Source: an optimization exercise on an open RTL-to-GDS flow (aim: small area and a short achievable clock period). Production flows keep margins and buffers that such runs may drop.
Where RTL was checked, it was by simulation tests only, not by an equivalence proof against the original.
No functional check of the RTL was part of runs 8 and 9.
The flow treats the clock pin as an ideal source. Dropping or thinning the clock tree relies on that and would not hold on a real chip.
Power is estimated from default activity; no workload was simulated.

$ cat flow/flow/run.sh
#!/bin/bash
set -euo pipefail
work=$(pwd)
bash standard.sh \
  "PRE_CTS_TCL=$work/flow/pre_cts.tcl" \
  "CTS_ARGS=-sink_clustering_enable -repair_clock_nets -dont_use_dummy_load -sink_clustering_size 30 -sink_clustering_max_diameter 60" \
  finish > "$work/standard.log" 2>&1
$ cat flow/flow/pre_cts.tcl
# Sourced by ORFS's cts.tcl before clock tree synthesis (PRE_CTS_TCL).
#
# TritonCTS builds an H-tree with a root buffer and an intermediate level
# above the leaf buffers that drive the flip-flops. This wraps
# clock_tree_synthesis so that, once TritonCTS is done, the leaf buffers are
# split into NROOT groups by their angle around the die centre and each group
# is driven by its own clkbuf_16 placed at the group's centroid, fed straight
# from the clock port. The port then drives NROOT buffer inputs, and every
# flip-flop still sees the same number of buffer stages (root, leaf), so the
# tree stays balanced; it is just one level shallower.

set ::flatten_nroot 4

proc flatten_clock_tree { nroot } {
  set db [ord::get_db]
  set block [ord::get_db_block]
  set clknet [$block findNet clk_i]
  set master [$db findMaster sky130_fd_sc_hd__clkbuf_16]
  set leaves {}
  set others {}
  foreach inst [$block getInsts] {
    set n [$inst getName]
    if {![string match "clkbuf_*" $n]} continue
    if {[string match "clkbuf_leaf_*" $n]} { lappend leaves $inst } else { lappend others $inst }
  }
  puts "flatten_clock_tree: [llength $leaves] leaf buffers, removing [llength $others] upper buffers"
  if {[llength $leaves] == 0} { return }
  set die [$block getDieArea]
  set cx [expr {([$die xMin] + [$die xMax]) / 2.0}]
  set cy [expr {([$die yMin] + [$die yMax]) / 2.0}]
  set items {}
  foreach l $leaves {
    set loc [$l getLocation]
    lappend items [list [expr {atan2([lindex $loc 1] - $cy, [lindex $loc 0] - $cx)}] $l]
  }
  set items [lsort -real -index 0 $items]
  set per [expr {int(ceil([llength $items] / double($nroot)))}]
  foreach inst $others {
    set outnet ""
    foreach it [$inst getITerms] {
      if {[$it isOutputSignal] && [$it getNet] ne "NULL"} { set outnet [$it getNet] }
    }
    odb::dbInst_destroy $inst
    if {$outnet ne "" && [$outnet getName] ne "clk_i"} { odb::dbNet_destroy $outnet }
  }
  for {set g 0} {$g < $nroot} {incr g} {
    set grp [lrange $items [expr {$g * $per}] [expr {($g + 1) * $per - 1}]]
    if {[llength $grp] == 0} continue
    set sx 0
    set sy 0
    foreach it $grp {
      set loc [[lindex $it 1] getLocation]
      set sx [expr {$sx + [lindex $loc 0]}]
      set sy [expr {$sy + [lindex $loc 1]}]
    }
    set sx [expr {int($sx / [llength $grp])}]
    set sy [expr {int($sy / [llength $grp])}]
    set root [odb::dbInst_create $block $master "clkbuf_root_$g"]
    $root setLocation $sx $sy
    $root setPlacementStatus PLACED
    set rnet [odb::dbNet_create $block "clknet_root_$g"]
    $rnet setSigType CLOCK
    [$root findITerm A] connect $clknet
    [$root findITerm X] connect $rnet
    foreach it $grp {
      set a [[lindex $it 1] findITerm A]
      $a disconnect
      $a connect $rnet
    }
    puts "flatten_clock_tree: root $g at ($sx, $sy) drives [llength $grp] leaf buffers"
  }
}

rename clock_tree_synthesis tritoncts_clock_tree_synthesis
proc clock_tree_synthesis { args } {
  tritoncts_clock_tree_synthesis {*}$args
  flatten_clock_tree $::flatten_nroot
}
$ cat flow/standard.sh
#!/bin/bash
# synth_recipe.tcl (not shown) runs the flow's synth.tcl, then flattens the netlist and writes it again
# the make line also repeats each setting of config.mk as NAME=value (left out here)
make -C /OpenROAD-flow-scripts/flow DESIGN_CONFIG=/design/flow/config.mk WORK_HOME=/design/flow/orfs CLKGATE_MAP_FILE= SYNTH_SCRIPT=/design/flow/synth_recipe.tcl "${@:-finish}"
$ cat flow/config.mk
export PLATFORM = sky130hd
export DESIGN_NAME = axis_fifo
export DESIGN_NICKNAME = axis_fifo
export VERILOG_FILES = /design/flow/design.v
export SDC_FILE = /design/flow/constraint.sdc
export NUM_CORES = 4
export LEC_CHECK = 0
export CAP_MARGIN = 20
export CORE_MARGIN = 2
export CORE_UTILIZATION = 65
export CTS_CLUSTER_DIAMETER = 60
export CTS_CLUSTER_SIZE = 30
export PLACE_DENSITY = 0.75
export SETUP_SLACK_MARGIN = 4.0
export SLEW_MARGIN = 20
$ cat flow/constraint.sdc
create_clock -name core_clock -period 6.5 [get_ports {clk_i}]
set_input_delay 1.3000 -clock core_clock [delete_from_list [all_inputs] [get_ports {clk_i}]]
set_output_delay 1.3000 -clock core_clock [all_outputs]
set_load 0.01 [all_outputs]
$ cat flow/design.v
module axis_fifo
#(
    parameter DATA_WIDTH  = 32,  
    parameter FIFO_DEPTH  = 32   
)
(
    input  logic                      clk_i,
    input  logic                      arstn_i,
    input  logic [DATA_WIDTH   - 1:0] s_axis_tdata_i,
    input  logic                      s_axis_tvalid_i,
    input  logic                      s_axis_tlast_i,
    input  logic [DATA_WIDTH/8 - 1:0] s_axis_tuser_i,
    input  logic [DATA_WIDTH/8 - 1:0] s_axis_tkeep_i,
    output logic                      s_axis_tready_o,
    input  logic                      m_axis_tready_i,
    output logic [DATA_WIDTH   - 1:0] m_axis_tdata_o,
    output logic                      m_axis_tvalid_o,
    output logic                      m_axis_tlast_o
    ,
    output logic [DATA_WIDTH/8 - 1:0] m_axis_tuser_o
    ,
    output logic [DATA_WIDTH/8 - 1:0] m_axis_tkeep_o
);
    localparam ADDR_WIDTH = $clog2(FIFO_DEPTH);
    localparam NSTORE     = FIFO_DEPTH - 2;      
    localparam UW = DATA_WIDTH/8;
    localparam KW = DATA_WIDTH/8;
    localparam W = DATA_WIDTH + 1 + UW + KW;     
    logic [W - 1:0] in_s;
    logic [W - 1:0] head_q;
    assign in_s[DATA_WIDTH - 1:0] = s_axis_tdata_i;
    assign in_s[DATA_WIDTH]       = s_axis_tlast_i;
    assign m_axis_tdata_o         = head_q[DATA_WIDTH - 1:0];
    assign m_axis_tlast_o         = head_q[DATA_WIDTH];
    assign in_s[DATA_WIDTH + 1 +: UW] = s_axis_tuser_i;
    assign m_axis_tuser_o             = head_q[DATA_WIDTH + 1 +: UW];
    assign in_s[DATA_WIDTH + 1 + UW +: KW] = s_axis_tkeep_i;
    assign m_axis_tkeep_o                  = head_q[DATA_WIDTH + 1 + UW +: KW];
    logic                    valid_q;    
    logic                    nfull_q;    
    logic                    snfull_q;   
    logic                    sfull_q;    
    logic                    ofull_q;    
    logic                    ovalid_q;   
    logic                    le1_q;      
    logic [NSTORE - 1:0]     sel_q;      
    logic                    par_q;
    logic wr_s, rd_s, up_s, dn_s, nfull_d;
    logic sh_s, hold_s;
    assign wr_s = s_axis_tvalid_i & nfull_q;
    assign rd_s = m_axis_tready_i & valid_q;
    assign up_s = wr_s & ~rd_s;
    assign dn_s = rd_s & ~wr_s;
    assign nfull_d = rd_s | (nfull_q & ~(sel_q[NSTORE - 2] & wr_s));
    assign sh_s   = s_axis_tvalid_i & snfull_q;
    assign hold_s = ~s_axis_tvalid_i | sfull_q;
    assign s_axis_tready_o = ~ofull_q;
    assign m_axis_tvalid_o = ovalid_q;
    always_ff @(posedge clk_i or negedge arstn_i) begin
        if (!arstn_i) begin
            valid_q <= 1'b0;
            nfull_q <= 1'b1;
            snfull_q <= 1'b1;
            sfull_q  <= 1'b0;
            ofull_q  <= 1'b0;
            ovalid_q <= 1'b0;
            le1_q   <= 1'b1;
            sel_q   <= '0;
            par_q   <= 1'b0;
        end else begin
            valid_q <= wr_s | (valid_q & ~(m_axis_tready_i & le1_q));
            nfull_q <= nfull_d;
            snfull_q <= rd_s | (~sfull_q & ~(sel_q[NSTORE - 2] & wr_s));
            sfull_q  <= ~nfull_d;
            ofull_q  <= ~rd_s & (ofull_q | (sel_q[NSTORE - 2] & wr_s));
            ovalid_q <= wr_s | (ovalid_q & ~(m_axis_tready_i & le1_q));
            le1_q   <= ~valid_q | (le1_q & ~up_s) | (sel_q[0] & dn_s);
            if (up_s)
                sel_q <= {sel_q[NSTORE - 2:0], valid_q & le1_q};
            else if (dn_s)
                sel_q <= {1'b0, sel_q[NSTORE - 1:1]};
            par_q   <= ~par_q;
        end
    end
    logic [W - 1:0] store_q [NSTORE];
    logic [W - 1:0] enc_s;
    assign enc_s = in_s ^ {W{par_q}};
    always_ff @(posedge clk_i) begin
        store_q[0] <= ~((enc_s | {W{hold_s}}) & (store_q[0] | {W{sh_s}}));
        for (int i = 1; i < NSTORE; i++)
            store_q[i] <= ~((store_q[i - 1] | {W{hold_s}}) & (store_q[i] | {W{sh_s}}));
    end
    logic [W - 1:0] rdmux_s;
    always_comb begin
        rdmux_s = '0;
        for (int i = 0; i < NSTORE; i++)
            rdmux_s = rdmux_s | (store_q[i] & {W{sel_q[i]}});
    end
    always_ff @(posedge clk_i or negedge arstn_i) begin
        if (!arstn_i)
            head_q <= '0;
        else if (~valid_q | m_axis_tready_i)
            head_q <= le1_q ? in_s : (rdmux_s ^ {W{par_q}});
    end
endmodule
==> impl_metrics.toml, run 1 <==
[cells_and_area]
fillers = 5561
instances_no_fill = 4934
final_area_um2 = 47800
final_util = 0.681
fin_nets = 4040
drive_gt1_frac = 0.0734
area_growth_pct = 3.54

[place]
place_ws_ps = 2520
hpwl_mm = 65.4
dp.cells = 4841
dpl_cell_area_um2 = 45800
routabilityCongestion = 0.792
portBuffers = 87

[worst_setup_path]
critPathKind = "input pin to flop"
cp-startpoint = "s_axis_tvalid_i"
crit_slowest_cell = "buf_16"
regToRegStartpoint = "par_q"
slowest_delay_ps = 450
cp-end-kind = "flop"
path_buf_inv = 3
cp-start-kind = "input pin"
regToRegEndpoint = "head_q[5]"
crit_required_ps = 6800
ff2ff_path_depth = 5
cp-endpoint = "store_q[8][13]"
r2r_slack_ps = 4000
worstPathCellList = "clkdlybuf4s15_2, and2_4, buf_12, buf_16, o22ai_1"
worstPathArrival_ps = 2830
cp.depth = 5
crit_fanout = 181
path_delay_family = "buffers and inverters"

[synth]
synth_top_area_cell = "dfxtp_1"
async_reset_ff_frac = 0.0604
synthTopCellsByArea = "dfxtp_1 53%, o22ai_1 17%, a22oi_1 9.1%"
ys_seq_area_frac = 0.576
synthTopCellsByCount = "1230 x dfxtp_1, 1230 x o22ai_1, 558 x a22oi_1"
synth_edf_count = 0
netlist_area_um2 = 46200
synth_nets = 4274
syn_inst = 4227
synth_top_area_frac = 0.534
synth_warnings = 2
ys_types = 31
syn_avg_cell_area_um2 = 10.9
synth_seq_cells = 1309
ys.flop_type = "dfxtp_1"

[pwr]
swShare = 0.201
p_leak_nw = 16.9
max-vdd-ir-drop_mv = 0.251
total_power_mw = 12.4
seqPwrFrac = 0.650
powerDensity_nw_per_um2 = 259
power_frac_comb = 0.009
clockPowerShare = 0.340
internal-power_mw = 9.88
p_switching_mw = 2.49

[sta]
clock-skew-final_ps = 60.5
final-setup-viol-count = 0
hold_viol = 0
fin_crit_ps = 2530
rsz0062_at_grt = "true"
slew_violations = 0
fin_crit_sh = 0.389
tns_ps = 0
whs_ps = 410
worstMarginPinSlew_ps = 1240
fmax_mhz = 395
setup_slack_ps = 3970
maxSlewHeadroom = 0.172

[global_route]
grt_pass1_vias = 33207
grt_overflow = 0
grt_max_degree = 182
antenna_found_initial = 3
grt_usage = 0.358
grt_pass1_wl_mm = 204

[floorplanning]
die_height_um = 270
start_util = 0.658
num_rows = 97
chipWidth_um = 270
ioPinCount = 88
die_area_um2 = 73200
core_um2 = 70100

[route]
drt_wl_total_mm = 137
drc_errors = 0
drtIter0Drc = 5266
drtPass1Iterations = 6
wire_per_inst_um = 27.8
num_vias = 36507
routed_via_density = 7.40
antenna_left = 0

[flow_run]
max_cap_viol_count = 0

[hold_path]
hold_path_class = "flop to flop"
hold_depth = 1

[outcome]
status = "no timing/DRC/antenna violations"

[clock_tree]
clk_latency_ps = 500
cts.sinks = 1309
clk_pin_slew_ps = 90
## worst min path at each step
stage                     slack [ps]       startpoint               to
after detailed placement         440  store_q[24][10]  store_q[25][10]
after CTS                        400  store_q[26][26]  store_q[27][26]
final                            410  store_q[26][26]  store_q[27][26]
after floorplan                  420   store_q[9][10]  store_q[10][10]
after global routing             420  store_q[26][26]  store_q[27][26]
after global placement           430   store_q[14][1]   store_q[15][1]
## kinds of logic (layout without fill, tap and decap cells)
kind of cell / count (synthesis) / after routing / share of synthesized area
AO/OA/AOI/OAI: 1960 / 1960 / 0.285
XOR/XNOR: 41 / 41 / 0.00778
adder cells (fa/ha/maj): 2 / 2 / 0.000542
buffers and inverters: 467 / 224 / 0.0682
flip-flops: 1309 / 1309 / 0.576
multiplexers: 28 / 28 / 0.00607
other: 0 / 3 / 0
AND/OR/NAND/NOR: 420 / 427 / 0.0556
## flip-flops by register name, indices dropped and copies added, names as in the netlist
signal    cells
snfull_q      1
store_q    1230
sfull_q       1
valid_q       1
nfull_q       1
sel_q        30
ofull_q       1
par_q         1
head_q       41
le1_q         1
ovalid_q      1
## power by group through the flow
stage	logic, mW	clock network [mW]	registers, mW
floorplan	0.0314	0	8.23
global placement	0.120	0	8.23
detailed placement	0.120	0	8.23
CTS	0.115	4.23	8.04
global route	0.123	4.52	8.05
finish	0.114	4.21	8.04
## final cells by class, without the clock buffers
type	count	area [um^2]	area share
Sequential cell	1309	26700	0.559
Timing Repair Buffer	153	1720	0.0359
Tap cell	940	1180	0.0246
Buffer	4	100	0.00209
Antenna cell	3	7.51	0.000157
Multi-Input combinational cell	2458	16500	0.346
Inverter	5	18.8	0.000393
## worst reg2reg max path, stage by stage (launching register included)
cell and delay (ps):
dfrtp_4 700, nor2_1 720, nand2_8 330, buf_4 340, and3b_1 260, nor3_2 50
## layer usage
metal	share of wire	wire [um]	track usage
met1	0.41	56100	0.505
met2	0.44	60700	0.548
met3	0.10	14100	0.0554
met4	0.047	6480	0.153
met5	0	0	0
## layout by cell type, fill, tap and decap left out, types with 2 or more instances in the layout
cell type	Yosys	layout
nor2_1	83	83
dlygate4sd2_1	0	17
nand2b_4	0	2
dfrtp_1	76	41
o21ai_0	69	69
a22oi_2	57	57
nand2b_2	0	4
clkdlybuf4s50_1	0	41
nand3_1	42	42
nand2_1	42	41
and3b_1	40	40
dfrtp_2	0	13
nor3_2	40	40
mux2i_1	28	28
nand4_1	123	123
buf_12	0	21
nand2b_1	4	2
a21oi_1	43	43
diode_2	0	3
a22oi_1	558	558
clkdlybuf4s15_2	0	4
clkdlybuf4s15_1	0	15
clkbuf_16	0	67
dfstp_2	3	3
buf_6	131	4
dfrtp_4	0	22
o22ai_1	1230	1230
and2_2	0	2
clkbuf_2	0	6
buf_4	25	35
dfxtp_1	1230	1230
buf_2	252	3
buf_16	0	6
xor2_1	41	41
inv_1	5	5
o21ai_1	2	2
nand3b_1	42	42
## what timing repair did
action / CTS / global route
setup endpoints to repair: 1311 / 379
setup buffers: 15 / 1
resized for setup: 88 / 18
hold buffers: 0 / 0
pin swaps: 3 / 1
gates cloned: 7 / 1
==> run 2, diff against run 1 <==
--- a/flow/flow/run.sh
+++ b/flow/flow/run.sh
@@ -6,2 +6,3 @@
   "CTS_ARGS=-sink_clustering_enable -repair_clock_nets -dont_use_dummy_load -sink_clustering_size 30 -sink_clustering_max_diameter 60" \
+  "BUFFER_PORTS_ARGS=-buffer_cell sky130_fd_sc_hd__buf_4" \
   finish > "$work/standard.log" 2>&1
--- a/flow/config.mk
+++ b/flow/config.mk
@@ -13,3 +13,3 @@
 export PLACE_DENSITY = 0.75
-export SETUP_SLACK_MARGIN = 4.0
+export SETUP_SLACK_MARGIN = 4.4
 export SLEW_MARGIN = 20
==> run 2 against run 1 <==
Effect of this change: total power increased by 0.39%; critical path type is now flop to output port; core utilization increased by 2.7 points; via count increased by 4.8%; still clean; worst hold slack improved by 9.6 ps; clock skew decreased by 14 ps; final cell count increased by 1.2%; maximum frequency increased by 4.9%; die area unchanged; area after synthesis unchanged; setup slack improved by 120 ps; wire length increased by 12%; synthesized cell count unchanged.
==> impl_metrics.toml, run 2 <==
[worst_setup_path]
crit_slowest_cell = "dfrtp_2"
crit_required_ps = 5200
worstPathArrival_ps = 1110
crit_fanout = 2
cp-start-kind = "flop"
path_delay_family = "flip-flops"
cp-end-kind = "output port"
path_buf_inv = 1
critPathKind = "flop to output port"
slowest_delay_ps = 470
worstPathCellList = "buf_6"

[synth]
synthTopCellsByCount = "1230 x dfxtp_1, 1230 x o22ai_1, 558 x a22oi_1"
async_reset_ff_frac = 0.0604
synth_top_area_cell = "dfxtp_1"
ys_seq_area_frac = 0.576
syn_avg_cell_area_um2 = 10.9
synth_seq_cells = 1309
synth_warnings = 2
synth_nets = 4274
synthTopCellsByArea = "dfxtp_1 53%, o22ai_1 17%, a22oi_1 9.1%"
ys_types = 31
netlist_area_um2 = 46200
syn_inst = 4227
ys.flop_type = "dfxtp_1"
synth_top_area_frac = 0.534
synth_edf_count = 0

[route]
drtPass1Iterations = 7
routed_via_density = 7.66
num_vias = 38274
drc_errors = 0
antenna_left = 0
drtIter0Drc = 5626
drt_wl_total_mm = 154
wire_per_inst_um = 30.8

[sta]
clock-skew-final_ps = 46.1
fin_crit_ps = 2410
worstMarginPinSlew_ps = 1130
hold_viol = 0
slew_violations = 0
tns_ps = 0
final-setup-viol-count = 0
whs_ps = 420
fin_crit_sh = 0.371
rsz0062_at_grt = "true"
maxSlewHeadroom = 0.249
fmax_mhz = 414
setup_slack_ps = 4090

[global_route]
grt_pass1_wl_mm = 216
grt_overflow = 0
grt_usage = 0.381
grt_pass1_vias = 35155
antenna_found_initial = 2
grt_max_degree = 116

[pwr]
swShare = 0.203
power_frac_comb = 0.010
p_switching_mw = 2.53
p_leak_nw = 17.8
seqPwrFrac = 0.648
clockPowerShare = 0.342
powerDensity_nw_per_um2 = 250
max-vdd-ir-drop_mv = 0.264
internal-power_mw = 9.89

[place]
place_ws_ps = 3150
dpl_cell_area_um2 = 45500
portBuffers = 87
routabilityCongestion = 0.797
hpwl_mm = 65.2

[floorplanning]
die_height_um = 270
die_area_um2 = 73200
num_rows = 97
core_um2 = 70100
start_util = 0.658
ioPinCount = 88
chipWidth_um = 270

[cells_and_area]
multi_input_area_um2 = 16600
regMostFlops = "store_q"
fin_nets = 4102
ff_latch_area_um2 = 26700
final_area_um2 = 49700
drive_gt1_frac = 0.111
fillers = 5209
largest_reg_flops = 1230
final_cell_mix = "1230 x o22ai_1, 1230 x dfxtp_1, 558 x a22oi_1"
final_util = 0.708
top_regs = "store_q (1230), head_q (41), sel_q (30)"
area_growth_pct = 7.58

[flow_run]
max_cap_viol_count = 0

[outcome]
status = "no timing/DRC/antenna violations"

[clock_tree]
clk_latency_ps = 500
clk_pin_slew_ps = 100
hold_buffers = 0
cts.sinks = 1309

[hold_path]
hold_path_class = "flop to flop"
==> run 2: cell type report, without the clock buffers <==
cell class              instances  area share
flip-flops and latches       1309       0.538
repair buffers                217      0.0705
plain buffers                   4     0.00202
well taps                     940      0.0237
diodes                          1   0.0000504
multi-input cells            2456       0.334
inverters                       5    0.000428
==> run 2: metrics by stage <==
step / instances / power [mW]
final: 4994 / 12.4
after global placement: 4830 / 8.34
after CTS: 4959 / 12.4
after global routing: 4993 / 12.7
after detailed placement: 4830 / 8.34
after floorplan: 4227 / 8.26
==> run 2: final timing paths <==
| kind | cells past startpoint | slack [ps] | startpoint | endpoint |
|---|---|---|---|---|
| setup / recovery | 1 | 4090 | head_q[21] | m_axis_tdata_o[21] |
| hold / removal | 1 | 420 | store_q[24][7] | store_q[25][7] |
| setup reg to reg | 4 | 4360 | par_q | head_q[25] |
| hold reg to reg | 1 | 420 | store_q[24][7] | store_q[25][7] |
| max in group asynchronous | 2 | 4560 | arstn_i | sel_q[22] |
| min in group asynchronous | 1 | 820 | arstn_i | head_q[33] |
==> run 2: cells by family (layout without fill, tap and decap cells) <==
group / Yosys count / in the layout / synth area share
compound gates: 1960 / 1960 / 0.285
xor+xnor: 41 / 41 / 0.00778
fa+ha+maj: 2 / 2 / 0.000542
buf+inv: 467 / 288 / 0.0682
flops: 1309 / 1309 / 0.576
mux: 28 / 28 / 0.00607
other cells: 0 / 1 / 0
simple gates: 420 / 425 / 0.0556
==> run 2: layer usage <==
layer	GRT usage	part of all wire
met1	0.516	0.38
met2	0.592	0.43
met3	0.0689	0.12
met4	0.183	0.065
met5	0	0.00015
==> run 2: power by group through the flow <==
stage / clock network, mW / registers [mW] / logic [mW]
floorplan: 0 / 8.23 / 0.0316
global placement: 0 / 8.23 / 0.109
detailed placement: 0 / 8.23 / 0.111
CTS: 4.23 / 8.05 / 0.121
global route: 4.50 / 8.05 / 0.131
finish: 4.24 / 8.05 / 0.122
==> run 2: repair_timing <==
item,CTS,global route
setup endpoints to repair,1341,875
cloned,34,13
resized for setup,116,44
setup buffers,29,21
pin swaps,1,12
==> run 3, diff against run 2 <==
--- a/flow/config.mk
+++ b/flow/config.mk
@@ -13,3 +13,3 @@
 export PLACE_DENSITY = 0.75
-export SETUP_SLACK_MARGIN = 4.4
+export SETUP_SLACK_MARGIN = 4.2
 export SLEW_MARGIN = 20
==> run 3 against run 2 <==
Effect of this change: still clean on timing, DRC and antenna; setup slack got worse by 0.56 ps; wire length fell by 9.5%; synthesized cell count did not move; final cell count shrank 1.3%; flip-flop and latch count did not move; via count decreased by 3.9%; critical path depth stayed put; largest cell class unchanged.
==> impl_metrics.toml, run 3 <==
[clock_tree]
hold_buffers = 0
cts.sinks = 1309
clk_latency_ps = 490
clk_pin_slew_ps = 100

[route]
drt_wl_total_mm = 139
drtPass1Iterations = 7
wire_per_inst_um = 28.2
drc_errors = 0
num_vias = 36778
antenna_left = 0
drtIter0Drc = 5121
routed_via_density = 7.46

[synth]
netlist_area_um2 = 46200
syn_avg_cell_area_um2 = 10.9
async_reset_ff_frac = 0.0604
syn_inst = 4227
synth_top_area_cell = "dfxtp_1"
synthTopCellsByCount = "1230 x dfxtp_1, 1230 x o22ai_1, 558 x a22oi_1"
synthTopCellsByArea = "dfxtp_1 53%, o22ai_1 17%, a22oi_1 9.1%"
synth_nets = 4274
ys_seq_area_frac = 0.576
ys.flop_type = "dfxtp_1"
synth_edf_count = 0
synth_seq_cells = 1309
synth_top_area_frac = 0.534
synth_warnings = 2
ys_types = 31

[floorplanning]
die_height_um = 270
die_area_um2 = 73200
start_util = 0.658
core_um2 = 70100
ioPinCount = 88
num_rows = 97
chipWidth_um = 270

[hold_path]
hold_path_class = "flop to flop"

[place]
hpwl_mm = 65.2
routabilityCongestion = 0.790
place_ws_ps = 2860
portBuffers = 87
dp.cells = 4829

[cells_and_area]
drive_gt1_frac = 0.0925
largest_reg_flops = 1230
final_cell_mix = "1230 x o22ai_1, 1230 x dfxtp_1, 558 x a22oi_1"
fillers = 5488
top_regs = "store_q (1230), head_q (41), sel_q (30)"
regMostFlops = "store_q"
area_growth_pct = 3.73
instances_no_fill = 4930
fin_nets = 4039
antenna_cells = 0

[sta]
worstMarginPinSlew_ps = 1240
final-setup-viol-count = 0
fin_crit_sh = 0.371
whs_ps = 415
fin_crit_ps = 2410
fmax_mhz = 414
slew_violations = 0
setup_slack_ps = 4090
tns_ps = 0
hold_viol = 0
maxSlewHeadroom = 0.171
rsz0062_at_grt = "true"
clock-skew-final_ps = 47.6

[worst_setup_path]
path_delay_family = "flip-flops"
cp-end-kind = "output port"
crit_required_ps = 5200
worstPathCellList = "buf_6"
path_buf_inv = 1
critPathKind = "flop to output port"
worstPathArrival_ps = 1110
cp-start-kind = "flop"
crit_fanout = 2
slowest_delay_ps = 480
crit_slowest_cell = "dfrtp_2"

[pwr]
p_leak_nw = 17.0
max-vdd-ir-drop_mv = 0.229
powerDensity_nw_per_um2 = 256

[global_route]
grt_overflow = 0
grt_pass1_vias = 33272
grt_usage = 0.359
grt_pass1_wl_mm = 205
grt_max_degree = 232
antenna_found_initial = 0

[outcome]
status = "no timing/DRC/antenna violations"

[flow_run]
max_cap_viol_count = 0
## run 3: cell counts after synthesis
No cell type changed its count.
## run 3: worst paths after layout
check,cells after the start,endpoint,start,slack (ps)
hold reg to reg,1,store_q[4][10],store_q[3][10],420
setup reg to reg,6,head_q[18],sel_q[13],4230
max in group asynchronous,2,sel_q[7],arstn_i,4560
hold / removal,1,store_q[4][10],store_q[3][10],420
min in group asynchronous,1,head_q[32],arstn_i,900
setup / recovery,1,m_axis_tdata_o[6],head_q[6],4090
## run 3: layout make-up, without the clock buffers
| cell class | instances | area (um^2) | share of cell area |
|---|---|---|---|
| sequential | 1309 | 26700 | 0.558 |
| multi-input combinational | 2456 | 16500 | 0.344 |
| timing repair buffer | 158 | 1910 | 0.0399 |
| tap | 940 | 1180 | 0.0246 |
| buffer | 4 | 100 | 0.00209 |
| inverter | 5 | 18.8 | 0.000392 |
## run 3: timing repair
action,in CTS,in global routing
pin swaps,3,2
buffers inserted,19,8
endpoints found under the setup margin,1258,566
gates resized for setup,68,14
gates cloned,8,4
## run 3: power breakdown
group / leakage (nW) / switching [mW] / total (mW) / internal [mW]
registers: 12.2 / 0.0155 / 8.05 / 8.03
clock network: 0.764 / 2.40 / 4.09 / 1.69
logic: 4.03 / 0.0595 / 0.122 / 0.0625
## run 3: per-stage QoR
stage / cell area, um^2 / util / total power [mW]
global placement: 45400 / 0.648 / 8.34
finish: 47900 / 0.682 / 12.3
CTS: 47600 / 0.679 / 12.3
floorplan: 46200 / - / 8.26
global route: 47900 / 0.682 / 12.6
detailed placement: 45400 / 0.648 / 8.34
## run 3: kinds of logic (layout without fill, tap and decap cells)
logic type,count (synthesis),in the layout,synth area share
AND/OR/NAND/NOR,420,425,0.0556
adder cells (fa/ha/maj),2,2,0.000542
buffers and inverters,467,225,0.0682
AO/OA/AOI/OAI,1960,1960,0.285
XOR/XNOR,41,41,0.00778
multiplexers,28,28,0.00607
flip-flops,1309,1309,0.576
## run 3: routing by layer
layer | GRT usage | wire length (um) | up-vias
li1 | - | - | 16279
met1 | 0.501 | 56800 | 18125
met2 | 0.558 | 62800 | 1955
met3 | 0.0556 | 13100 | 419
met4 | 0.149 | 6480 | 0
met5 | 0 | 0 | -
==> run 4, diff against run 3 <==
--- a/flow/config.mk
+++ b/flow/config.mk
@@ -9,6 +9,6 @@
 export CORE_MARGIN = 2
-export CORE_UTILIZATION = 65
+export CORE_UTILIZATION = 75
 export CTS_CLUSTER_DIAMETER = 60
 export CTS_CLUSTER_SIZE = 30
-export PLACE_DENSITY = 0.75
+export PLACE_DENSITY = 0.85
 export SETUP_SLACK_MARGIN = 4.2
==> run 4 against run 3 <==
Effect of this change: sequential power barely moved; clock power fell by 5.6%; synthesized cell count did not move; via count rose by 2.8%; first-iteration DRC count rose by 19%; critical endpoint is now m_axis_tdata_o[30]; die area fell by 13%; critical path depth did not move; wire length fell by 0.88%; area after synthesis did not move.
==> impl_metrics.toml, run 4 <==
[cells_and_area]
fillers = 3932
largest_reg_flops = 1230
drive_gt1_frac = 0.0911
multi_input_area_um2 = 16500
regMostFlops = "store_q"
final_cell_mix = "1230 x o22ai_1, 1230 x dfxtp_1, 558 x a22oi_1"
fin_nets = 4034
ff_latch_area_um2 = 26700
area_growth_pct = 2.82
instances_no_fill = 4769
top_regs = "store_q (1230), head_q (41), sel_q (30)"

[global_route]
grt_overflow = 0
grt_max_degree = 166
grt_pass1_vias = 34514
antenna_found_initial = 1
grt_usage = 0.412
grt_pass1_wl_mm = 203

[synth]
syn_avg_cell_area_um2 = 10.9
synth_warnings = 2
synth_top_area_cell = "dfxtp_1"
synthTopCellsByCount = "1230 x dfxtp_1, 1230 x o22ai_1, 558 x a22oi_1"
synth_edf_count = 0
synth_nets = 4274
async_reset_ff_frac = 0.0604
synth_seq_cells = 1309
synthTopCellsByArea = "dfxtp_1 53%, o22ai_1 17%, a22oi_1 9.1%"
netlist_area_um2 = 46200
synth_top_area_frac = 0.534
ys_types = 31
ys.flop_type = "dfxtp_1"
syn_inst = 4227
ys_seq_area_frac = 0.576

[worst_setup_path]
slowest_delay_ps = 480
worstPathArrival_ps = 1090
crit_slowest_cell = "dfrtp_2"
path_delay_family = "flip-flops"
crit_required_ps = 5200
worstPathCellList = "buf_6"
cp-start-kind = "flop"
path_buf_inv = 1
cp-end-kind = "output port"
ff2ff_path_depth = 6
critPathKind = "flop to output port"
cp.depth = 1
crit_fanout = 2

[outcome]
status = "no timing/DRC/antenna violations"

[floorplanning]
die_height_um = 252
die_area_um2 = 63500
core_um2 = 60600
chipWidth_um = 252
start_util = 0.762
ioPinCount = 88
num_rows = 90

[pwr]
p_switching_mw = 2.42
swShare = 0.201
seqPwrFrac = 0.669
total_power_mw = 12.0
power_frac_comb = 0.010
powerDensity_nw_per_um2 = 254
p_leak_nw = 16.9
max-vdd-ir-drop_mv = 0.277
clockPowerShare = 0.321
internal-power_mw = 9.61

[place]
hpwl_mm = 68.8
routabilityCongestion = 0.847
place_ws_ps = 3060
dp.cells = 4684
portBuffers = 87

[sta]
fin_crit_ps = 2390
slew_violations = 0
maxSlewHeadroom = 0.193
tns_ps = 0
final-setup-viol-count = 0
fmax_mhz = 419
fin_crit_sh = 0.367
whs_ps = 422
worstMarginPinSlew_ps = 1210
rsz0062_at_grt = "true"
clock-skew-final_ps = 42.3
hold_viol = 0
setup_slack_ps = 4110

[clock_tree]
clk_latency_ps = 480
clk_pin_slew_ps = 110
cts.sinks = 1309

[route]
drtPass1Iterations = 7
drc_errors = 0
wire_per_inst_um = 28.9
drt_wl_total_mm = 138
num_vias = 37803
routed_via_density = 7.93
drtIter0Drc = 6079
antenna_left = 0

[hold_path]
hold_depth = 1
hold_path_class = "flop to flop"

[flow_run]
max_cap_viol_count = 0
run 4: cell counts after synthesis:
Identical to the previous run, type by type.
run 4: final cells by class, without the clock buffers:
type	count	area share
Inverter	5	0.000395
Antenna cell	2	0.000105
Tap cell	782	0.0206
Timing Repair Buffer	159	0.0402
Multi-Input combinational cell	2457	0.347
Sequential cell	1309	0.562
Buffer	4	0.00211
run 4: worst paths after layout:
check	from	to	slack (ps)
min in group asynchronous	arstn_i	head_q[37]	900
setup / recovery	head_q[30]	m_axis_tdata_o[30]	4110
max in group asynchronous	arstn_i	par_q	4310
hold / removal	store_q[14][12]	store_q[15][12]	420
hold reg to reg	store_q[14][12]	store_q[15][12]	420
setup reg to reg	sel_q[22]	head_q[39]	4150
run 4: kinds of logic (layout without fill, tap and decap cells):
group           count (synthesis)  count (layout)  synth area share
xor+xnor                       41              41           0.00778
buf+inv                       467             219            0.0682
other cells                     0               2                 0
flops                        1309            1309             0.576
mux                            28              28           0.00607
compound gates               1960            1960             0.285
fa+ha+maj                       2               2          0.000542
simple gates                  420             426            0.0556
run 4: metrics by stage:
| stage | utilization | instance area (um^2) |
|---|---|---|
| after floorplan | - | 46200 |
| after global placement | 0.747 | 45200 |
| after detailed placement | 0.747 | 45200 |
| after CTS | 0.780 | 47300 |
| after global routing | 0.783 | 47500 |
| final | 0.783 | 47500 |
run 4: power groups by stage:
stage / Combinational [mW] / Sequential [mW] / Clock [mW]
floorplan: 0.0314 / 8.23 / 0
global placement: 0.107 / 8.23 / 0
detailed placement: 0.110 / 8.23 / 0
CTS: 0.119 / 8.05 / 3.83
global route: 0.129 / 8.05 / 4.12
finish: 0.121 / 8.05 / 3.86
run 4: layer usage:
layer | track usage | wire length, um | vias up
met1 | 0.572 | 52500 | 18248
met2 | 0.619 | 60800 | 2712
met4 | 0.202 | 7240 | 0
li1 | - | - | 16305
met3 | 0.0866 | 17300 | 538
met5 | 0 | 0 | -
run 4: what timing repair did:
action	in CTS	in global routing
pin swaps	1	1
endpoints found under the setup margin	1315	219
cloned	12	3
hold buffers	0	0
buffers inserted	10	3
resized for setup	70	24
==> run 5, diff against run 4 <==
--- a/flow/flow/run.sh
+++ b/flow/flow/run.sh
@@ -4,2 +4,3 @@
 bash standard.sh \
+  "PRE_DETAIL_PLACE_TCL=$work/flow/pre_detail_place.tcl" \
   "PRE_CTS_TCL=$work/flow/pre_cts.tcl" \
==> flow/flow/pre_detail_place.tcl (new file) <==
# Sourced by ORFS's detail_place.tcl before detailed placement
# (PRE_DETAIL_PLACE_TCL). buffer_ports puts each output port's buffer at the
# port, so the register behind it drives the whole wire to the die edge.
# Moving the buffer next to the cell that drives it (detailed placement then
# legalizes it) leaves the register a short net and lets the buffer drive
# the long wire instead.

proc move_output_buffers { } {
  set block [ord::get_db_block]
  set n 0
  foreach bt [$block getBTerms] {
    if {[$bt getIoType] ne "OUTPUT"} continue
    set net [$bt getNet]
    if {$net eq "NULL"} continue
    set buf ""
    foreach it [$net getITerms] {
      if {[$it isOutputSignal]} { set buf [$it getInst] }
    }
    if {$buf eq ""} continue
    set drv ""
    foreach it [$buf getITerms] {
      if {[$it isInputSignal] && [$it getNet] ne "NULL"} {
        foreach jt [[$it getNet] getITerms] {
          if {[$jt isOutputSignal]} { set drv [$jt getInst] }
        }
      }
    }
    if {$drv eq ""} continue
    set loc [$drv getLocation]
    $buf setLocation [lindex $loc 0] [lindex $loc 1]
    incr n
  }
  puts "move_output_buffers: moved $n output buffers next to their drivers"
}

move_output_buffers
--- a/flow/config.mk
+++ b/flow/config.mk
@@ -9,7 +9,7 @@
 export CORE_MARGIN = 2
-export CORE_UTILIZATION = 75
+export CORE_UTILIZATION = 65
 export CTS_CLUSTER_DIAMETER = 60
 export CTS_CLUSTER_SIZE = 30
-export PLACE_DENSITY = 0.85
-export SETUP_SLACK_MARGIN = 4.2
+export PLACE_DENSITY = 0.75
+export SETUP_SLACK_MARGIN = 4.35
 export SLEW_MARGIN = 20
==> run 5 against run 4 <==
Effect of this change: via count is 0.26% higher; flip-flop and latch count stayed put; final cell count rose by 4.5%; setup slack better by 36 ps; maximum frequency grew 1.5%; first-iteration DRC count is 0.33% higher; wire length increased by 9.3%; critical path type unchanged; critical endpoint unchanged.
==> impl_metrics.toml, run 5 <==
[sta]
rsz0062_at_grt = "true"
final-setup-viol-count = 0
fin_crit_ps = 2350
hold_viol = 0
worstMarginPinSlew_ps = 1180
tns_ps = 0
fmax_mhz = 425
setup_slack_ps = 4150
fin_crit_sh = 0.362
clock-skew-final_ps = 59.7
maxSlewHeadroom = 0.215
slew_violations = 0

[global_route]
grt_pass1_wl_mm = 211
grt_overflow = 0
grt_max_degree = 157
grt_usage = 0.372
antenna_found_initial = 5
grt_pass1_vias = 34490

[synth]
ys_types = 31
synth_edf_count = 0
synth_nets = 4274
syn_inst = 4227
synth_warnings = 2
netlist_area_um2 = 46200
synth_top_area_frac = 0.534
synth_top_area_cell = "dfxtp_1"
syn_avg_cell_area_um2 = 10.9
synthTopCellsByArea = "dfxtp_1 53%, o22ai_1 17%, a22oi_1 9.1%"
synthTopCellsByCount = "1230 x dfxtp_1, 1230 x o22ai_1, 558 x a22oi_1"
synth_seq_cells = 1309
ys_seq_area_frac = 0.576
async_reset_ff_frac = 0.0604
ys.flop_type = "dfxtp_1"

[worst_setup_path]
crit_fanout = 2
critPathKind = "flop to output port"
path_buf_inv = 1
cp-start-kind = "flop"
slowest_delay_ps = 410
crit_slowest_cell = "dfrtp_1"
worstPathArrival_ps = 1050
crit_required_ps = 5200
cp-end-kind = "output port"
path_delay_family = "flip-flops"
worstPathCellList = "buf_6"

[pwr]
p_leak_nw = 17.6
total_power_mw = 12.3
powerDensity_nw_per_um2 = 251
max-vdd-ir-drop_mv = 0.257

[route]
wire_per_inst_um = 30.2
antenna_left = 0
drc_errors = 0
drt_wl_total_mm = 151
drtIter0Drc = 6099
routed_via_density = 7.61
num_vias = 37902
drtPass1Iterations = 8

[hold_path]
hold_path_class = "flop to flop"

[flow_run]
max_cap_viol_count = 0

[cells_and_area]
area_growth_pct = 6.42
multi_input_area_um2 = 16600
fin_nets = 4090
drive_gt1_frac = 0.105
regMostFlops = "store_q"
fillers = 5350
final_cell_mix = "1230 x o22ai_1, 1230 x dfxtp_1, 558 x a22oi_1"
final_area_um2 = 49100
largest_reg_flops = 1230
ff_latch_area_um2 = 26700
top_regs = "store_q (1230), head_q (41), sel_q (30)"

[floorplanning]
die_height_um = 270
num_rows = 97
chipWidth_um = 270
start_util = 0.658
core_um2 = 70100
die_area_um2 = 73200
ioPinCount = 88

[place]
portBuffers = 87
routabilityCongestion = 0.803
place_ws_ps = 3060
dpl_cell_area_um2 = 45500
hpwl_mm = 67.6

[clock_tree]
clk_latency_ps = 500
clk_pin_slew_ps = 110
cts.sinks = 1309

[outcome]
status = "no timing/DRC/antenna violations"
## run 5: final timing paths
path,startpoint,cells past startpoint,end,slack [ps]
worst max-delay path,head_q[30],1,m_axis_tdata_o[30],4150
worst min-delay path,store_q[4][36],1,store_q[5][36],420
worst max register to register,sel_q[5],6,head_q[8],4350
worst min register to register,store_q[4][36],1,store_q[5][36],420
max in group asynchronous,arstn_i,2,sel_q[3],4580
min in group asynchronous,arstn_i,1,head_q[31],850
## run 5: stage by stage
| step | hold slack [ps] | std cells | util |
|---|---|---|---|
| final | 417 | 4982 | 0.700 |
| after global routing | 427 | 4981 | 0.700 |
| after floorplan | 424 | 4227 | - |
| after global placement | 428 | 4839 | 0.649 |
| after detailed placement | 438 | 4839 | 0.649 |
| after CTS | 412 | 4947 | 0.689 |
## run 5: timing repair
item                                    4_1_cts  5_1_grt
cloned                                       25       13
buffers inserted                             20       21
hold endpoints to repair                      0        0
gates resized for setup                     111       33
hold buffers                                  0        0
pin swaps                                     2       13
endpoints found under the setup margin     1334      933
## run 5: report_power, final
part	leakage, nW	switching (mW)	internal (mW)
combinational	4.59	0.0687	0.0654
sequential	12.2	0.00998	8.03
clock	0.776	2.43	1.72
## run 5: layer usage
layer	up-vias	global-route usage	share of wire
met5	-	0	0.00016
met4	4	0.182	0.060
met3	565	0.0678	0.12
met2	2463	0.574	0.44
met1	18488	0.507	0.38
li1	16382	-	-
## run 5: logic make-up (layout without fill, tap and decap cells)
| group | after synthesis | count (layout) | synth area share |
|---|---|---|---|
| AO/OA/AOI/OAI | 1960 | 1960 | 0.285 |
| XOR/XNOR | 41 | 41 | 0.00778 |
| adder cells (fa/ha/maj) | 2 | 2 | 0.000542 |
| buffers and inverters | 467 | 274 | 0.0682 |
| flip-flops | 1309 | 1309 | 0.576 |
| multiplexers | 28 | 28 | 0.00607 |
| other | 0 | 1 | 0 |
| AND/OR/NAND/NOR | 420 | 427 | 0.0556 |
## run 5: final cells by class, without the clock buffers
class,instances,area share
flip-flops and latches,1309,0.544
multi-input cells,2458,0.337
diodes,1,0.0000509
well taps,940,0.0239
plain buffers,4,0.00204
inverters,5,0.000433
repair buffers,206,0.0626
==> run 6, diff against run 5 <==
--- a/flow/config.mk
+++ b/flow/config.mk
@@ -13,3 +13,3 @@
 export PLACE_DENSITY = 0.75
-export SETUP_SLACK_MARGIN = 4.35
+export SETUP_SLACK_MARGIN = 4.12
 export SLEW_MARGIN = 20
==> run 6 against run 5 <==
Effect of this change: total power increased by 0.11%; largest cell class unchanged; sequential share of layout area increased by 1.7 points; area after synthesis unchanged; maximum frequency decreased by 2.8%; final cell count decreased by 1.2%; die area unchanged; register-to-register slack got worse by 240 ps; highest routed layer is now met4; critical endpoint is now store_q[19][12]; core utilization decreased by 2.1 points; clock power about the same; via count decreased by 3.5%; clock skew increased by 31 ps.
==> impl_metrics.toml, run 6 <==
[outcome]
status = "no timing/DRC/antenna violations"

[place]
dp.cells = 4835
hpwl_mm = 65.5
routabilityCongestion = 0.785
portBuffers = 87

[worst_setup_path]
slowest_delay_ps = 300
cp.depth = 6
regToRegEndpoint = "head_q[27]"
worstPathCellList = "buf_4, and2_4, buf_12, buf_16, buf_16, o22ai_1"
crit_slowest_cell = "buf_16"
regToRegStartpoint = "sel_q[20]"
crit_required_ps = 6830
r2r_slack_ps = 4110
worstPathArrival_ps = 2750
ff2ff_path_depth = 6
path_buf_inv = 4
cp-end-kind = "flop"
cp-start-kind = "input pin"
critPathKind = "input pin to flop"
path_delay_family = "buffers and inverters"
worst_path_most_repeated_cell = "buf_16"
crit_fanout = 70

[synth]
async_reset_ff_frac = 0.0604
netlist_area_um2 = 46200
syn_avg_cell_area_um2 = 10.9
synth_top_area_cell = "dfxtp_1"
synth_edf_count = 0
synthTopCellsByCount = "1230 x dfxtp_1, 1230 x o22ai_1, 558 x a22oi_1"
synth_seq_cells = 1309
synthTopCellsByArea = "dfxtp_1 53%, o22ai_1 17%, a22oi_1 9.1%"
synth_top_family_by_area = "compound AO/OA/AOI/OAI gates"
ys_types = 31
ys.flop_type = "dfxtp_1"
synthAdderAreaFrac = 0.000542
synth_nets = 4274
synth_compound_area_frac = 0.285
synth_mux_area_frac = 0.00607
synth_warnings = 2
ys_seq_area_frac = 0.576
synth_xor_area_frac = 0.00778
syn_inst = 4227
synth_top_area_frac = 0.534
synth_simple_gate_area_frac = 0.0556

[clock_tree]
clk_latency_ps = 510
cts.sinks = 1309
hold_buffers = 0
clk_pin_slew_ps = 90

[floorplanning]
die_height_um = 270
die_area_um2 = 73200
ioPinCount = 88
core_um2 = 70100
chipWidth_um = 270
start_util = 0.658
num_rows = 97

[route]
wire_per_inst_um = 28.0
routed_via_density = 7.43
drt_wl_total_mm = 138
topRoutingLayerUsed = "met4"
drc_errors = 0
met2_length_mm = 62.9
num_vias = 36566
wl_met1_mm = 55.1
antenna_left = 0
drtPass1Iterations = 8
wl_met3_mm = 13.5
drtIter0Drc = 5117

[pwr]
max-vdd-ir-drop_mv = 0.248
p_leak_nw = 16.9
total_power_mw = 12.3
internal-power_mw = 9.86
p_switching_mw = 2.48
swShare = 0.201
powerDensity_nw_per_um2 = 259
seqPwrFrac = 0.652
clockPowerShare = 0.339
power_frac_comb = 0.010

[global_route]
grt_overflow = 0
grt_pass1_vias = 32964
antenna_found_initial = 1
grt_pass1_wl_mm = 203
grt_max_degree = 222
grt_usage = 0.356

[hold_path]
min-delay-start = "store_q[19][23]"
hold_path_class = "flop to flop"
worstHoldEndpoint = "store_q[20][23]"
hold_depth = 1

[cells_and_area]
area_growth_pct = 3.16
instances_no_fill = 4923
final_cell_mix = "1230 x o22ai_1, 1230 x dfxtp_1, 558 x a22oi_1"
largest_reg_flops = 1230
drive_gt1_frac = 0.0889
fillers = 5575
top_regs = "store_q (1230), head_q (41), sel_q (30)"
regMostFlops = "store_q"
antenna_cells = 0
fin_nets = 4032

[sta]
fin_crit_ps = 2420
clock-skew-final_ps = 90.4
rsz0062_at_grt = "true"
worstMarginPinSlew_ps = 1230
final-setup-viol-count = 0
maxSlewHeadroom = 0.181
fin_crit_sh = 0.372
hold_viol = 0
tns_ps = 0
fmax_mhz = 413
slew_violations = 0

[flow_run]
max_cap_viol_count = 0
[run 6: repair_timing]
action,4_1_cts,5_1_grt
endpoints found under the setup margin,1129,706
pin swaps,1,2
setup buffers,0,13
gates cloned,7,3
resized for setup,25,15
[run 6: layout make-up, without the clock buffers]
type | instances | area [um^2] | area share
sequential | 1309 | 26700 | 0.561
buffer | 4 | 100 | 0.00210
tap | 940 | 1180 | 0.0247
multi-input combinational | 2455 | 16500 | 0.346
timing repair buffer | 149 | 1610 | 0.0339
inverter | 5 | 18.8 | 0.000394
[run 6: worst max path at each step]
| stage | from | endpoint | slack [ps] |
|---|---|---|---|
| finish | s_axis_tvalid_i | store_q[19][12] | 4080 |
| global route | s_axis_tvalid_i | store_q[9][17] | 4060 |
| CTS | s_axis_tvalid_i | store_q[14][25] | 4080 |
| detailed placement | m_axis_tready_i | head_q[13] | 3190 |
| global placement | m_axis_tready_i | head_q[17] | 3220 |
| floorplan | s_axis_tvalid_i | sel_q[1] | 4130 |
[run 6: worst register-to-register path, delay by kind of cell, from the launching register on]
kind	cells	cell delay [ps]
flip-flops	1	840
buffers and inverters	1	650
AND/OR/NAND/NOR	4	550
AO/OA/AOI/OAI	1	200
[run 6: per-layer routing]
metal  vias to the layer above  GRT usage
met1                     17956      0.495
met5                         -          0
li1                      16273          -
met2                      1922      0.560
met4                         0      0.144
met3                       415     0.0532
[run 6: power groups by stage]
stage	Sequential (mW)	Combinational [mW]	Clock, mW
after floorplan	8.23	0.0314	0
after global placement	8.23	0.109	0
after detailed placement	8.23	0.118	0
after CTS	8.04	0.119	4.20
after global routing	8.04	0.129	4.49
final	8.04	0.121	4.18
[run 6: cells by family (layout without fill, tap and decap cells)]
logic type / count (synthesis) / count (layout)
buf+inv: 467 / 219
compound gates: 1960 / 1960
mux: 28 / 28
fa+ha+maj: 2 / 2
flops: 1309 / 1309
simple gates: 420 / 424
xor+xnor: 41 / 41
[run 6: through the flow]
step / setup WS, ps / instance area [um^2] / util / hold WS, ps
6_report: 4080 / 47600 / 0.679 / 395
5_1_grt: 4060 / 47600 / 0.679 / 396
4_1_cts: 4080 / 47300 / 0.674 / 385
3_5_place_dp: 3190 / 45500 / 0.648 / 440
3_3_place_gp: 3220 / 45500 / 0.648 / 428
2_1_floorplan: 4130 / 46200 / - / 424
==> run 7, diff against run 6 <==
--- a/flow/config.mk
+++ b/flow/config.mk
@@ -9,7 +9,7 @@
 export CORE_MARGIN = 2
-export CORE_UTILIZATION = 65
+export CORE_UTILIZATION = 75
 export CTS_CLUSTER_DIAMETER = 60
 export CTS_CLUSTER_SIZE = 30
-export PLACE_DENSITY = 0.75
-export SETUP_SLACK_MARGIN = 4.12
+export PLACE_DENSITY = 0.85
+export SETUP_SLACK_MARGIN = 4.2
 export SLEW_MARGIN = 20
==> run 7 against run 6 <==
Effect of this change: critical path type is now flop to flop; core utilization grew 11 points; synthesized cell count is the same; sequential power is essentially flat; total power shrank 2.3%; worst hold slack gained 34 ps; flip-flop and latch count is the same; sequential share of layout area is essentially flat; final cell count shrank 2.9%; wire length grew 1.4%; critical path depth is the same; first-iteration DRC count grew 23%.
==> impl_metrics.toml, run 7 <==
[outcome]
status = "no timing/DRC/antenna violations"

[route]
num_vias = 38049
drtIter0Drc = 6300
drc_errors = 0
antenna_left = 0
routed_via_density = 7.96
wire_per_inst_um = 29.3
drtPass1Iterations = 7
drt_wl_total_mm = 140

[sta]
worstMarginPinSlew_ps = 1240
hold_viol = 0
clock-skew-final_ps = 43.4
final-setup-viol-count = 0
fin_crit_sh = 0.365
setup_slack_ps = 4130
fmax_mhz = 421
rsz0062_at_grt = "true"
maxSlewHeadroom = 0.176
fin_crit_ps = 2370
whs_ps = 429
slew_violations = 0
tns_ps = 0

[cells_and_area]
final_cell_mix = "1230 x o22ai_1, 1230 x dfxtp_1, 558 x a22oi_1"
final_area_um2 = 47600
final_util = 0.785
largest_reg_flops = 1230
fin_nets = 4045
instances_no_fill = 4779
fillers = 3936
drive_gt1_frac = 0.0921
area_growth_pct = 3.06
regMostFlops = "store_q"
top_regs = "store_q (1230), head_q (41), sel_q (30)"

[worst_setup_path]
slowest_delay_ps = 860
crit_required_ps = 6870
r2r_slack_ps = 4130
path_delay_family = "flip-flops"
cp.depth = 6
critPathKind = "flop to flop"
crit_slowest_cell = "dfrtp_2"
cp-start-kind = "flop"
cp-startpoint = "sel_q[28]"
regToRegStartpoint = "sel_q[28]"
path_buf_inv = 1
cp-endpoint = "head_q[3]"
worstPathCellList = "buf_4, a22oi_1, nand4_1, nor2_1, and3b_1, nor3_2"
ff2ff_path_depth = 6
worstPathArrival_ps = 2740
cp-end-kind = "flop"
crit_fanout = 25
regToRegEndpoint = "head_q[3]"

[pwr]
max-vdd-ir-drop_mv = 0.254
p_leak_nw = 17.0
total_power_mw = 12.1
powerDensity_nw_per_um2 = 253

[synth]
synth_edf_count = 0
synth_nets = 4274
ys_seq_area_frac = 0.576
ys.flop_type = "dfxtp_1"
synth_warnings = 2
syn_avg_cell_area_um2 = 10.9
ys_types = 31
synth_top_area_frac = 0.534
netlist_area_um2 = 46200
synth_top_area_cell = "dfxtp_1"
syn_inst = 4227
synthTopCellsByCount = "1230 x dfxtp_1, 1230 x o22ai_1, 558 x a22oi_1"
synthTopCellsByArea = "dfxtp_1 53%, o22ai_1 17%, a22oi_1 9.1%"
async_reset_ff_frac = 0.0604
synth_seq_cells = 1309

[place]
dp.cells = 4684
dpl_cell_area_um2 = 45200
routabilityCongestion = 0.847
portBuffers = 87
place_ws_ps = 3070
hpwl_mm = 69.4

[clock_tree]
cts.sinks = 1309
hold_buffers = 0
clk_latency_ps = 480
clk_pin_slew_ps = 120

[flow_run]
max_cap_viol_count = 0

[global_route]
grt_max_degree = 214
antenna_found_initial = 1
grt_pass1_vias = 34318
grt_pass1_wl_mm = 203
grt_overflow = 0
grt_usage = 0.411

[floorplanning]
core_um2 = 60600
chipWidth_um = 252
ioPinCount = 88
die_height_um = 252
start_util = 0.762
num_rows = 90
die_area_um2 = 63500

[hold_path]
hold_depth = 1
hold_path_class = "flop to flop"
==> run 7: repair_timing <==
action | 4_1_cts | 5_1_grt
resized for setup | 52 | 34
pin swaps | 1 | 1
gates cloned | 8 | 8
endpoints found under the setup margin | 1314 | 977
endpoints found under the hold margin | 0 | 0
buffers inserted | 14 | 9
==> run 7: report_power, final <==
part           internal (mW)  total, mW  switching (mW)
registers               8.03       8.04          0.0104
clock network           1.52       3.88            2.36
logic                 0.0634      0.130          0.0668
total                   9.61       12.1            2.44
==> run 7: cell type report, without the clock buffers <==
| class | count | area, um^2 | area share |
|---|---|---|---|
| multi-input cells | 2457 | 16500 | 0.347 |
| diodes | 1 | 2.50 | 0.0000526 |
| plain buffers | 4 | 100 | 0.00210 |
| repair buffers | 170 | 2030 | 0.0426 |
| well taps | 782 | 978 | 0.0206 |
| inverters | 5 | 18.8 | 0.000395 |
| flip-flops and latches | 1309 | 26700 | 0.561 |
==> run 7: cell families after synthesis <==
family | Yosys count | synth area share
fa+ha+maj | 2 | 0.000542
mux | 28 | 0.00607
xor+xnor | 41 | 0.00778
simple gates | 420 | 0.0556
buf+inv | 467 | 0.0682
flops | 1309 | 0.576
compound gates | 1960 | 0.285
==> run 7: worst min-delay path by stage <==
stage                               start              end  slack (ps)
final                     store_q[12][40]  store_q[13][40]         430
after global routing      store_q[25][22]  store_q[26][22]         450
after CTS                 store_q[12][40]  store_q[13][40]         430
after detailed placement  store_q[16][35]  store_q[17][35]         440
after global placement    store_q[27][39]  store_q[28][39]         430
after floorplan            store_q[9][10]  store_q[10][10]         420
==> run 7: metal layers <==
layer	part of all wire	vias to the layer above	global-route usage	routed length [um]
met3	0.13	668	0.0895	17600
met5	0	-	0	0
li1	-	16286	-	-
met1	0.37	18418	0.566	52500
met2	0.43	2677	0.615	60500
met4	0.067	0	0.211	9340
==> run 8, diff against run 7 <==
--- a/flow/design.v
+++ b/flow/design.v
@@ -98,6 +98,4 @@
     end
-    always_ff @(posedge clk_i or negedge arstn_i) begin
-        if (!arstn_i)
-            head_q <= '0;
-        else if (~valid_q | m_axis_tready_i)
+    always_ff @(posedge clk_i) begin
+        if (~valid_q | m_axis_tready_i)
             head_q <= le1_q ? in_s : (rdmux_s ^ {W{par_q}});
--- a/flow/config.mk
+++ b/flow/config.mk
@@ -9,6 +9,6 @@
 export CORE_MARGIN = 2
-export CORE_UTILIZATION = 75
+export CORE_UTILIZATION = 65
 export CTS_CLUSTER_DIAMETER = 60
 export CTS_CLUSTER_SIZE = 30
-export PLACE_DENSITY = 0.85
+export PLACE_DENSITY = 0.75
 export SETUP_SLACK_MARGIN = 4.2
==> run 8 against run 7 <==
Effect of this change: wire length rose by 4.6%; critical endpoint is now m_axis_tdata_o[5]; sequential share of layout area is 0.34 points lower; critical path depth shrank 5; first-iteration DRC count decreased by 11%; synthesized cell count is 2.6% lower; die area up 10%; still clean.
==> impl_metrics.toml, run 8 <==
[synth]
syn_avg_cell_area_um2 = 10.8
synth_mux_area_frac = 0.00633
synth_seq_cells = 1309
ys.flop_type = "dfxtp_1"
synth_top_area_frac = 0.556
syn_inst = 4115
synth_warnings = 2
synthTopCellsByCount = "1230 x dfxtp_1, 1230 x o22ai_1, 495 x a22oi_1"
synth_compound_area_frac = 0.300
ys_types = 32
ys_seq_area_frac = 0.606
synth_top_area_cell = "dfxtp_1"
synth_top_family_by_area = "compound AO/OA/AOI/OAI gates"
synthAdderAreaFrac = 0.000565
synth_xor_area_frac = 0.00811
synth_simple_gate_area_frac = 0.0366
synth_nets = 4162
netlist_area_um2 = 44300
async_reset_ff_frac = 0.0290
synth_edf_count = 41
synthTopCellsByArea = "dfxtp_1 56%, o22ai_1 17%, a22oi_1 8.4%"

[sta]
slew_violations = 0
hold_viol = 0
fin_crit_sh = 0.360
clock-skew-final_ps = 44.0
tns_ps = 0
fin_crit_ps = 2340
fmax_mhz = 427
final-setup-viol-count = 0
whs_ps = 427
rsz0062_at_grt = "true"
worstMarginPinSlew_ps = 957
maxSlewHeadroom = 0.362

[worst_setup_path]
slowest_delay_ps = 410
crit_fanout = 1
worstPathCellList = "buf_6"
crit_required_ps = 5200
worstPathArrival_ps = 1040
path_delay_family = "flip-flops"
path_buf_inv = 1
critPathKind = "flop to output port"
crit_slowest_cell = "edfxtp_1"
cp-end-kind = "output port"
cp-start-kind = "flop"

[floorplanning]
core_um2 = 67300
die_height_um = 265
ioPinCount = 88
chipWidth_um = 265
num_rows = 95
die_area_um2 = 70200
start_util = 0.658

[place]
portBuffers = 87
dp.cells = 4678
routabilityCongestion = 0.852
hpwl_mm = 71.7

[global_route]
grt_max_degree = 214
antenna_found_initial = 2
grt_overflow = 0
grt_usage = 0.389
grt_pass1_wl_mm = 210
grt_pass1_vias = 34228

[cells_and_area]
area_growth_pct = 9.14
fin_nets = 4012
regMostFlops = "store_q"
final_cell_mix = "1230 x o22ai_1, 1230 x dfxtp_1, 494 x a22oi_1"
instances_no_fill = 4838
final_util = 0.718
drive_gt1_frac = 0.102
largest_reg_flops = 1230
top_regs = "store_q (1230), head_q (41), sel_q (30)"
fillers = 4697

[pwr]
p_leak_nw = 17.5
powerDensity_nw_per_um2 = 255
total_power_mw = 12.3
max-vdd-ir-drop_mv = 0.240

[clock_tree]
cts.sinks = 1309
clk_pin_slew_ps = 90
clk_latency_ps = 490
hold_buffers = 0

[route]
wire_per_inst_um = 30.3
antenna_left = 0
drt_wl_total_mm = 146
drc_errors = 0
drtPass1Iterations = 9
drtIter0Drc = 5611
routed_via_density = 7.75
num_vias = 37496

[hold_path]
hold_path_class = "flop to flop"

[flow_run]
max_cap_viol_count = 0

[outcome]
status = "no timing/DRC/antenna violations"
run 8: cell types whose count changed after synthesis, sizes merged, moves of 42 or more:
cell and change:
clkbuf +352, a221oi +60, a22oi -120, buf -362, nor2 -57, nand2 +79
nand3b -42, a22o +60
run 8: cells by family after synthesis:
| kind of cell | count (synthesis) |
|---|---|
| AO/OA/AOI/OAI | 1946 |
| XOR/XNOR | 41 |
| adder cells (fa/ha/maj) | 2 |
| buffers and inverters | 458 |
| flip-flops | 1309 |
| multiplexers | 28 |
| AND/OR/NAND/NOR | 331 |
run 8: worst paths after layout:
kind | startpoint | end | slack [ps] | depth (start not counted)
max | head_q[5] | m_axis_tdata_o[5] | 4160 | 1
min | store_q[7][9] | store_q[8][9] | 430 | 1
max reg2reg | sel_q[19] | head_q[15] | 4170 | 6
min reg2reg | store_q[7][9] | store_q[8][9] | 430 | 1
max in group asynchronous | arstn_i | sel_q[2] | 5260 | 1
min in group asynchronous | arstn_i | sel_q[3] | 770 | 1
run 8: per-layer routing:
metal,global-route usage,up-vias,routed length [um],part of all wire
li1,-,16150,-,-
met1,0.521,18173,55700,0.38
met2,0.599,2577,65200,0.45
met3,0.0789,594,17300,0.12
met4,0.203,2,8190,0.056
met5,0,-,13,0.000089
run 8: cell type report, without the clock buffers:
type	count	area [um^2]	area share
multi-input combinational	2353	15800	0.327
buffer	4	100	0.00207
tap	873	1090	0.0226
timing repair buffer	232	2870	0.0594
inverter	6	27.5	0.000570
antenna	2	5.00	0.000104
sequential	1309	26900	0.557
run 8: repair_timing:
item,in CTS,in global routing
pin swaps,1,5
gates resized for setup,124,64
cloned,10,7
endpoints found under the setup margin,1281,947
setup buffers,41,37
run 8: power breakdown:
| group | internal (mW) | switching (mW) | leakage [nW] |
|---|---|---|---|
| Combinational | 0.0603 | 0.0487 | 4.57 |
| Clock | 1.72 | 2.41 | 0.776 |
| Sequential | 8.07 | 0.00638 | 12.2 |
| Total | 9.85 | 2.46 | 17.5 |
run 8: metrics by stage:
stage | setup WS, ps | instance area, um^2
floorplan | 3990 | 44500
global placement | 3180 | 44800
detailed placement | 3150 | 44800
CTS | 4160 | 47500
global route | 4120 | 48300
finish | 4160 | 48300
==> run 9, diff against run 8 <==
--- a/flow/design.v
+++ b/flow/design.v
@@ -98,5 +98,8 @@
     end
+    logic [W - 1:0] hcopy_q, hnext_s;
+    assign hnext_s = le1_q ? in_s : (rdmux_s ^ {W{par_q}});
     always_ff @(posedge clk_i) begin
         if (~valid_q | m_axis_tready_i)
-            head_q <= le1_q ? in_s : (rdmux_s ^ {W{par_q}});
+            hcopy_q <= hnext_s;
+        head_q <= (~ovalid_q | m_axis_tready_i) ? hnext_s : hcopy_q;
     end
==> run 9 against run 8 <==
Effect of this change: clock power grew 4%; synthesized cell count rose by 7.0%; total power is 3.8% higher; critical endpoint is now store_q[16][18]; critical path type is now input pin to flop; largest cell class unchanged.
==> impl_metrics.toml, run 9 <==
[place]
routabilityCongestion = 0.801
portBuffers = 87
hpwl_mm = 69.2

[worst_setup_path]
path_delay_family = "buffers and inverters"
path_buf_inv = 3
worst_path_most_repeated_cell = "buf_4"
crit_slowest_cell = "buf_16"
crit_fanout = 120
cp-end-kind = "flop"
cp-start-kind = "input pin"
critPathKind = "input pin to flop"
worstPathArrival_ps = 2700
crit_required_ps = 6840
worstPathCellList = "buf_4, and2_4, buf_4, buf_16, o22ai_1"
slowest_delay_ps = 390

[cells_and_area]
area_growth_pct = 5.49
regMostFlops = "store_q"
top_regs = "store_q (1230), hcopy_q (41), head_q (41)"
largest_reg_flops = 1230
drive_gt1_frac = 0.0866
fillers = 5551
final_cell_mix = "1267 x dfxtp_1, 1230 x o22ai_1, 615 x a22oi_1"
layout_commonest_cell = "dfxtp_1"
fin_nets = 4216

[floorplanning]
num_rows = 98
chipWidth_um = 272
die_area_um2 = 74200
core_um2 = 71400
start_util = 0.657
ioPinCount = 88
die_height_um = 272

[sta]
tns_ps = 0
clock-skew-final_ps = 59.2
whs_ps = 421
slew_violations = 0
maxSlewHeadroom = 0.203
hold_viol = 0
fmax_mhz = 423
rsz0062_at_grt = "true"
fin_crit_sh = 0.364
worstMarginPinSlew_ps = 1200
final-setup-viol-count = 0
fin_crit_ps = 2360

[pwr]
seqPwrFrac = 0.653
clockPowerShare = 0.337
power_frac_comb = 0.010
p_leak_nw = 17.5
internal-power_mw = 10.2
max-vdd-ir-drop_mv = 0.232
powerDensity_nw_per_um2 = 259
p_switching_mw = 2.59
swShare = 0.203

[hold_path]
hold_path_class = "flop to flop"

[synth]
synth_warnings = 2
synth_nets = 4450
synth_top_area_cell = "dfxtp_1"
netlist_area_um2 = 46900
ys_seq_area_frac = 0.590
async_reset_ff_frac = 0.0281
synth_edf_count = 41
synth_seq_cells = 1350
ys.flop_type = "dfxtp_1"
syn_avg_cell_area_um2 = 10.6
synth_top_area_frac = 0.543
yosysMostFrequentCell = "dfxtp_1"
synthTopCellsByArea = "dfxtp_1 54%, o22ai_1 16%, a22oi_1 9.9%"
syn_inst = 4403
ys_types = 32
synthTopCellsByCount = "1271 x dfxtp_1, 1230 x o22ai_1, 615 x a22oi_1"

[clock_tree]
hold_buffers = 0
clk_pin_slew_ps = 100
clk_latency_ps = 490
cts.sinks = 1350

[global_route]
grt_usage = 0.379
grt_pass1_vias = 34460
grt_max_degree = 207
antenna_found_initial = 1
grt_pass1_wl_mm = 216
grt_overflow = 0

[route]
drc_errors = 0
wire_per_inst_um = 29.7
drtIter0Drc = 6358
num_vias = 38801
routed_via_density = 7.58
drt_wl_total_mm = 152
antenna_left = 0
drtPass1Iterations = 6

[flow_run]
max_cap_viol_count = 0

[outcome]
status = "no timing/DRC/antenna violations"
==> run 9: power by group through the flow <==
stage               registers [mW]  clock network [mW]  logic, mW
finish                        8.34                4.31      0.132
global route                  8.35                4.60      0.141
CTS                           8.34                4.30      0.129
detailed placement            8.53                   0      0.127
global placement              8.54                   0      0.115
floorplan                     8.54                   0     0.0381
==> run 9: area by class of cell, without the clock buffers <==
| class | instances | area (um^2) | share of cell area |
|---|---|---|---|
| Antenna cell | 3 | 7.51 | 0.000152 |
| Buffer | 4 | 100 | 0.00203 |
| Inverter | 5 | 18.8 | 0.000380 |
| Multi-Input combinational cell | 2586 | 17000 | 0.343 |
| Sequential cell | 1350 | 27800 | 0.561 |
| Tap cell | 950 | 1190 | 0.0240 |
| Timing Repair Buffer | 160 | 1850 | 0.0373 |
==> run 9: repair_timing <==
item,CTS,global route
cloned,11,3
pin swaps,2,1
resized for setup,26,23
endpoints found under the setup margin,1257,490
buffers inserted,14,23
hold endpoints to repair,0,0
==> run 9: worst paths after layout <==
kind	slack, ps	from	cells after the start	end
max	4140	s_axis_tvalid_i	5	store_q[16][18]
min	420	store_q[10][32]	1	store_q[11][32]
max reg2reg	4170	sel_q[0]	5	hcopy_q[10]
min reg2reg	420	store_q[10][32]	1	store_q[11][32]
max in group asynchronous	5310	arstn_i	1	sel_q[20]
min in group asynchronous	770	arstn_i	1	sel_q[0]
==> run 9: metrics by stage <==
stage / util / setup slack [ps] / total power, mW / cell area (um^2) / std cells
after floorplan: - / 4130 / 8.58 / 47000 / 4403
after global placement: 0.657 / 3210 / 8.66 / 46900 / 5000
after detailed placement: 0.657 / 3160 / 8.66 / 46900 / 5000
after CTS: 0.686 / 4130 / 12.8 / 48900 / 5091
after global routing: 0.692 / 4130 / 13.1 / 49400 / 5117
final: 0.693 / 4140 / 12.8 / 49400 / 5120
==> run 9: cells by family after synthesis <==
| kind of cell | share of synthesized area |
|---|---|
| AO/OA/AOI/OAI | 0.287 |
| XOR/XNOR | 0.00766 |
| AND/OR/NAND/NOR | 0.0570 |
| multiplexers | 0.00598 |
| buffers and inverters | 0.0519 |
| flip-flops | 0.590 |
| adder cells (fa/ha/maj) | 0.000534 |
==> run 9: per-layer routing <==
metal | up-vias | part of all wire | global-route usage | wire, um
met3 | 473 | 0.12 | 0.0714 | 17500
met4 | 0 | 0.048 | 0.144 | 7290
met2 | 2345 | 0.43 | 0.573 | 65900
met5 | - | 0 | 0 | 0
met1 | 18990 | 0.40 | 0.540 | 61200
li1 | 16993 | - | - | -

[port drivers added, routing unchanged]
In the flow no input, the clock included, has a driving cell. The finished layouts below were timed again as built, in two steps.
Step 1 assumes that a clkbuf_16 drives the clock port and a buf_2 every other input.
Step 2, shift: input delay + t, output delay - t, t = (earliest + latest rising clock arrival at the registers) / 2. This alone moves slack from input paths to output paths.
Slacks: ideal / step 1 / step 2; pairs: ideal / step 1.
run | t (ns) | setup WS [ns]
run 1 | 0.617 | 3.969 / 3.872 / 3.460
run 2 | 0.621 | 4.086 / 3.943 / 3.870
run 3 | 0.615 | 4.086 / 3.940 / 3.701
run 4 | 0.590 | 4.111 / 3.974 / 3.652
run 5 | 0.617 | 4.148 / 4.005 / 3.816
run 6 | 0.608 | 4.081 / 3.991 / 3.591
run 7 | 0.594 | 4.126 / 4.024 / 3.702
run 8 | 0.613 | 4.158 / 4.017 / 3.670
run 9 | 0.617 | 4.137 / 3.999 / 3.640
After both steps setup and hold are still met in every run listed.
